Background: an optimization exercise with open tools, aiming at small area, a short achievable clock period and few clock cycles. Do not read the settings as production practice. The RTL was checked by simulation tests, not by an equivalence proof against the original design.

Setup of run 1:
==> flow/design.v (excerpt) <==
module CPU_TOP #(
    parameter DWidth = 32,
    parameter LbBits = 5,           
    parameter PfDist = 30           
)(
    input   logic                   clk_i,
    input   logic                   rst_ni,
    input   logic                   imem_ready_i,
    input   logic   [DWidth-1:0]    imem_rdata_i,
    output  logic   [DWidth-1:0]    imem_addr_o,
    output  logic                   imem_req_o,
    input   logic                   dmem_ready_i,
    input   logic   [DWidth-1:0]    dmem_rdata_i,
    output  logic   [DWidth-1:0]    dmem_wdata_o,
    output  logic   [DWidth-1:0]    dmem_addr_o,
    output  logic                   dmem_req_o,
    output  logic                   dmem_write_o
);
clock: 26.0 ns
lec_check: 0
cap_margin: 20
core_margin: 2
core_utilization: 40
cts_cluster_diameter: 60
cts_cluster_size: 25
place_density: 0.6
slew_margin: 20
tns_end_percent: 20
standard.sh (not shown) runs the stock make flow with config.mk's settings and CLKGATE_MAP_FILE= SYNTH_SCRIPT=/design/flow/synth_recipe.tcl, a recipe that flattens the netlist after the stock synthesis.
==> flow/flow/run.sh <==
#!/bin/bash
# The standard ORFS layout (standard.sh), with its timing repair aiming for
# setup slack well beyond the design's clock period, so that the resizer
# sizes and buffers the design for a shorter clock than 26 ns. Ports are
# buffered with buf_4 (every input and output still gets its buffer).
# Two hooks: after global placement, each output register is moved next to
# its port buffer (flow/post_gpl.tcl); after global routing, those registers
# are sized up, and max slew / max capacitance are repaired again after the
# timing repair (flow/post_grt.tcl).
set -euo pipefail
bash standard.sh SETUP_SLACK_MARGIN=19.6 \
  BUFFER_PORTS_ARGS="-buffer_cell sky130_fd_sc_hd__buf_4" \
  POST_GLOBAL_PLACE_TCL="$PWD/flow/post_gpl.tcl" \
  POST_GLOBAL_ROUTE_TCL="$PWD/flow/post_grt.tcl" \
  finish > standard_flow.log 2>&1
==> flow/flow/post_grt.tcl <==
# Hook run at the end of ORFS's global route step (POST_GLOBAL_ROUTE_TCL).
# 1. The flip-flops that drive the output ports' buffers are sized up to
#    the strongest flip-flop of their type: they set the clock-to-output
#    time, which the timing repair leaves alone.
# 2. The timing repair after global routing can leave a few nets over their
#    max slew or max capacitance (for instance when it clones a gate onto a
#    weak driver). Repair those nets again, as ORFS does before the timing
#    repair, and re-legalise the placement and the global routes.
set block [ord::get_db_block]
set sized 0
foreach bterm [$block getBTerms] {
  if {[$bterm getIoType] != "OUTPUT"} { continue }
  set net [$bterm getNet]
  if {$net == "NULL"} { continue }
  set buf ""
  foreach it [$net getITerms] {
    if {[$it isOutputSignal]} { set buf [$it getInst] }
  }
  if {$buf == ""} { continue }
  set in_net ""
  foreach it [$buf getITerms] {
    if {[$it isInputSignal]} { set in_net [$it getNet] }
  }
  if {$in_net == "" || $in_net == "NULL"} { continue }
  set drv ""
  foreach it [$in_net getITerms] {
    if {[$it isOutputSignal]} { set drv [$it getInst] }
  }
  if {$drv == ""} { continue }
  set master [[$drv getMaster] getName]
  if {[regexp {^(sky130_fd_sc_hd__df[a-z]+)_[12]$} $master -> base]} {
    replace_cell [$drv getName] ${base}_4
    incr sized
  }
}
puts "post-GRT: sized up $sized output flip-flops"

puts "post-GRT: repair_design after repair_timing"
repair_design_helper
log_cmd global_route -start_incremental
log_cmd detailed_placement
log_cmd global_route -end_incremental \
  -congestion_report_file $::env(REPORTS_DIR)/congestion_post_grt_hook.rpt
log_cmd estimate_parasitics -global_routing
Other scripts of this flow, unchanged in this note and not shown: flow/flow/post_gpl.tcl
Run 1 is listed as incomplete: the tool reported an error in global routing and the run ended there.
Testbench counts of run 1, summed over its fixed seeds: cycles 174,517.
## Diff of input files: run 2 against run 1
-- flow/flow/run.sh --
<<< run 1, line 5
# buffered with buf_4 (every input and output still gets its buffer).
# Two hooks: after global placement, each output register is moved next to
# its port buffer (flow/post_gpl.tcl); after global routing, those registers
# are sized up, and max slew / max capacitance are repaired again after the
# timing repair (flow/post_grt.tcl).
set -euo pipefail
bash standard.sh SETUP_SLACK_MARGIN=19.6 \
>>> run 2, line 5
# buffered with buf_4 (every input and output still gets its buffer).
# Two hooks: after global placement, each output register is moved next to
# its port buffer (flow/post_gpl.tcl); after global routing, max slew / max
# capacitance are repaired again after the timing repair (flow/post_grt.tcl).
set -euo pipefail
bash standard.sh SETUP_SLACK_MARGIN=19.6 \
==> flow/flow/post_grt.tcl <==
# Hook run at the end of ORFS's global route step (POST_GLOBAL_ROUTE_TCL).
# The timing repair after global routing can leave a few nets over their
# max slew or max capacitance (for instance when it clones a gate onto a
# weak driver). Repair those nets again, as ORFS does before the timing
# repair, and re-legalise the placement and the global routes.
puts "post-GRT: repair_design after repair_timing"
report_check_types -max_slew -max_capacitance -violators
repair_design_helper
log_cmd global_route -start_incremental
log_cmd detailed_placement
log_cmd global_route -end_incremental \
  -congestion_report_file $::env(REPORTS_DIR)/congestion_post_grt_hook.rpt
log_cmd estimate_parasitics -global_routing
report_check_types -max_slew -max_capacitance -violators
--- outcome ---
Re synthesized cell count: no difference whatsoever between run 1 and run 2. Comparing run 2 against run 1, there is no change at all in number of buffers added for setup after CTS. Looking at the reports, run 2 completed the entire flow and the layout it produced met the timing, DRC and antenna checks. Synthesized area per cell: run 1 vs run 2, no meaningful difference. Multiplexer area fraction after synthesis came out exactly the same in run 2 and run 1. Comparing run 1 against run 2, there is no change at all in fraction of the mapped netlist area in adder cells. Cell area reported after detailed placement: run 2 vs run 1 identical. Diff run 1..run 2 | part of the Yosys area used for sequential elements | unchanged.
> inputs changed (run 2 -> run 3)
==> flow/flow/run.sh <==
#!/bin/bash
# The standard ORFS layout (standard.sh), with its timing repair aiming for
# setup slack well beyond the design's clock period, so that the resizer
# sizes and buffers the design for a shorter clock than 26 ns. Ports are
# buffered with buf_4 (every input and output still gets its buffer).
# Three hooks: after global placement, each output register is moved next to
# its port buffer (flow/post_gpl.tcl); before detailed placement, those
# registers are sized up (flow/pre_dpl.tcl); after global routing, max slew /
# max capacitance are repaired again after the timing repair
# (flow/post_grt.tcl).
set -euo pipefail
bash standard.sh SETUP_SLACK_MARGIN=19.6 \
  BUFFER_PORTS_ARGS="-buffer_cell sky130_fd_sc_hd__buf_4" \
  POST_GLOBAL_PLACE_TCL="$PWD/flow/post_gpl.tcl" \
  PRE_DETAIL_PLACE_TCL="$PWD/flow/pre_dpl.tcl" \
  POST_GLOBAL_ROUTE_TCL="$PWD/flow/post_grt.tcl" \
  finish > standard_flow.log 2>&1
==> flow/flow/pre_dpl.tcl (new file) <==
# Hook run before ORFS's detailed placement (PRE_DETAIL_PLACE_TCL).
# The flip-flops that drive the output ports' buffers set the clock-to-output
# time, which the timing repair leaves alone: size them up to the strongest
# flip-flop of their type. Detailed placement then legalises them.
set block [ord::get_db_block]
set sized 0
foreach bterm [$block getBTerms] {
  if {[$bterm getIoType] != "OUTPUT"} { continue }
  set net [$bterm getNet]
  if {$net == "NULL"} { continue }
  set buf ""
  foreach it [$net getITerms] {
    if {[$it isOutputSignal]} { set buf [$it getInst] }
  }
  if {$buf == ""} { continue }
  set in_net ""
  foreach it [$buf getITerms] {
    if {[$it isInputSignal]} { set in_net [$it getNet] }
  }
  if {$in_net == "" || $in_net == "NULL"} { continue }
  foreach it [$in_net getITerms] {
    if {![$it isOutputSignal]} { continue }
    set inst [$it getInst]
    set master [[$inst getMaster] getName]
    if {[regexp {^(sky130_fd_sc_hd__df[a-z]+)_[12]$} $master -> base]} {
      replace_cell [$inst getName] ${base}_4
      incr sized
    }
  }
}
puts "pre-DPL: sized up $sized output flip-flops"
==> results.txt <==
- For number of cells in the finished layout apart from fillers, run 3 and run 2 come out practically identical.
- Comparing run 2 against run 3, there is no change at all in per-instance average area after synthesis.
- Delta(register fraction of the total cell area, run 3 - run 2) > 0

==> what the ideal ports hide <==
The results above use ideal ports. As a check the final layouts listed here were re-extracted and re-timed, cells and wires unchanged. Step 1 (the two cells are an assumption about what drives the block):
set clk [get_ports {clk_i}]
set_driving_cell -lib_cell sky130_fd_sc_hd__clkbuf_16 $clk
set_driving_cell -lib_cell sky130_fd_sc_hd__buf_2 [delete_from_list [all_inputs] $clk]
Step 2, shift: input delay + t, output delay - t, t = (earliest + latest rising clock arrival at the registers) / 2. This alone moves slack from input paths to output paths. Slacks: ideal / step 1 / step 2; pairs: ideal / step 1.
| run | t (ns) | setup slack, ns | worst setup path at the end |
|---|---|---|---|
| run 2 | 1.076 | 19.242 / 19.137 / 18.423 | input to register |
| run 3 | 1.060 | 19.246 / 19.141 / 18.444 | input to register |
After both steps setup and hold are still met in every run listed. The setup slack of run 2, which loses most, moves by -0.105 ns with the drivers and by -0.819 ns with both steps.
